This is an optimization exercise on Yosys and OpenROAD, whose aim is small area, a short achievable clock period and few clock cycles per item, not a production implementation. RTL that was checked went through simulation tests only; none was proved equivalent to the original. Power is estimated from default activity; no workload was simulated.

the reference run:
// fsm_Hand
module fsm_Hand(clk,rst,start,ready,result,write1,write2,SVMin,datain);
input clk,rst,start;
input write1;
input write2;
input signed [8:0] SVMin;
input signed [1:0] datain;
output result;
output ready;
reg ready;
reg result;
localparam IDLE = 2'd0, LW = 2'd1, LX = 2'd2, CP = 2'd3;
reg [1:0] st;
reg [3:0] row, col, k;
wire wbeat = (st == LW) & write1;
wire xbeat = (st == LX) & write2;
reg fin;
always @(posedge clk or negedge rst)
    if (!rst) begin
        st <= IDLE; ready <= 1'b0;
    end else
        case (st)
        IDLE: if (start) begin
                st <= LW; ready <= 1'b0;
              end
        LW:   if (write1 && row == 4'd10 && col == 4'd10) st <= LX;
        LX:   if (write2 && k == 4'd10) st <= CP;
        CP:   if (fin) begin
                ready <= 1'b1;
                st    <= IDLE;
              end
        endcase
always @(posedge clk) begin
    if (st == IDLE) begin
        row <= 4'd0; col <= 4'd0; k <= 4'd0;
    end else begin
        if (wbeat) begin
            if (col == 4'd10) begin
                col <= 4'd0; row <= row + 4'd1;
            end else
                col <= col + 4'd1;
        end
        if (xbeat) k <= k + 4'd1;
    end
end
reg [8:0] tp, td, tn;           
reg [8:0] kgt;                  
reg [3:0] negs;
wire dm1 = datain[0];
wire dm2 = datain[1] & ~datain[0];
wire ds  = datain[1];
always @(posedge clk) begin : xh
    integer i;
    for (i = 0; i <= 8; i = i + 1)
        if (st == IDLE) begin
            tp[i] <= 1'b0; td[i] <= 1'b0; tn[i] <= 1'b0;
        end else if (xbeat && k == i) begin
            tp[i] <= dm1; td[i] <= dm2; tn[i] <= ds;
        end
    if (st == IDLE) begin
        negs <= 4'd0; kgt <= 9'd0;
    end else if (xbeat) begin
        negs <= negs + {3'd0, ds}; kgt <= {kgt[7:0], 1'b1};
    end
end
reg [8:0]  Wq;
reg [8:0]  enR;
reg        enN, ldN, den;
reg [9:0]  rtail;
reg        sp, sd, sn;          
reg        dq1, dq4;            
reg        first, lastL;
always @(posedge clk) begin : ctl
    integer i;
    Wq  <= SVMin;
    for (i = 0; i <= 8; i = i + 1)
  ...
Size: ~0.034 mm2 of cells after synthesis.
Settings: LEC_CHECK=0, CAP_MARGIN=20, CORE_MARGIN=2, CORE_UTILIZATION=65, CTS_CLUSTER_DIAMETER=50, CTS_CLUSTER_SIZE=24, SETUP_SLACK_MARGIN=4.55, SLEW_MARGIN=20; clock period 7.0 ns.
run.sh (not shown) runs the stock make flow with config.mk's settings and CLKGATE_MAP_FILE= SYNTH_SCRIPT=/design/flow/synth_recipe.tcl, a recipe that flattens the netlist after the stock synthesis.
Testbench counts of the reference run, summed over its fixed seeds: cycles 25,920, items 192.
Input changes introduced in the trial run (baseline for comparison: the reference run):
- CTS_CLUSTER_DIAMETER: 50 -> 60
- CORE_UTILIZATION: 65 -> 68
- CTS_CLUSTER_SIZE: 24 -> 30
[summary]
Result for the reference run and the trial run: all clean
As of the trial run, number of multi-input combinational cells had risen slightly compared to the reference run.
Where post-layout minimum cycle time is concerned, the reference run is outperformed by the trial run.
Diff the trial run..the reference run | portion of the post-synthesis area used by sequential elements | unchanged
The reference run has lower overall routed net length than the trial run.
The faster design of the two is the trial run; the reference run tops out lower.
Number of tap cells inserted: the trial run lower than the reference run
Worst setup slack was higher in the run labelled the trial run.
Part of the cycle the worst path needs in the trial run vs the reference run: down 0.35 points
Portion of total power attributed to the clock network in the trial run vs the reference run: down 4.5 points
Compared the trial run against the reference run; stage delay of the slowest cell on the critical path within noise.
The trial run vs. the reference run: global-route wire length before repair went up by 990 um.

* * *

Setup of job 651:
fsm_Hand, a different RTL version from the one above (not shown whole).
For scale: about 2100 cells after synthesis, roughly 910 flip-flops, ~18 I/O pins.
make LEC_CHECK=0 CAP_MARGIN=20 CORE_MARGIN=2 CORE_UTILIZATION=65 CTS_CLUSTER_DIAMETER=60 CTS_CLUSTER_SIZE=30 SETUP_SLACK_MARGIN=4.55 SLEW_MARGIN=20 finish   # period 7.0 ns
Setup changes, job 651 to job 7196
- CORE_UTILIZATION now 60, was 65
- SETUP_SLACK_MARGIN now 4.5, was 4.55
==> run summary <==
- Against job 651, job 7196 reports a total leakage power that is higher.
- In job 7196 relative to job 651, non-clock buffer instance count of the final layout had gone up by a few percent.
- What job 651 reported for clock buffer instance count of the final layout has to be multiplied by 0.912 to get the figure for job 7196.
- Cmp job 7196 vs job 651: largest net degree at the start of global routing lower in job 7196
No run of this note included a check of the RTL's function; only the layout flow was run.

-- static timing again, ports no longer ideal --
In the flow no input, the clock included, has a driving cell. The finished layouts below were timed again as built, in two steps.
Step 1, drivers: a clkbuf_16 drives clk and a buf_2 each remaining input, both assumed.
Step 2, shift: input delay + t, output delay - t, t = (earliest + latest rising clock arrival at the registers) / 2. This alone moves slack from input paths to output paths.
Slacks: no drivers / after step 1 / after step 2; pairs: no drivers / after step 1.
| run | t, ns | setup slack, ns | worst hold slack (ns) | worst setup path after step 2 | clock arrival spread, ns |
|---|---|---|---|---|---|
| the reference run | 0.691 | 4.447 / 4.383 / 4.018 | 0.329 / 0.329 / 0.329 | input to register | 0.043 / 0.044 |
| the trial run | 0.665 | 4.471 / 4.410 / 3.934 | 0.340 / 0.340 / 0.340 | input to register | 0.032 / 0.032 |
| job 651 | 0.667 | 4.439 / 4.380 / 3.913 | 0.333 / 0.333 / 0.333 | input to register | 0.041 / 0.041 |
| job 7196 | 0.662 | 4.454 / 4.392 / 3.908 | 0.347 / 0.347 / 0.347 | input to register | 0.040 / 0.040 |
After both steps setup and hold are still met in every run listed. The setup slack of job 7196, which loses most, moves by -0.062 ns with the drivers and by -0.546 ns with both steps.
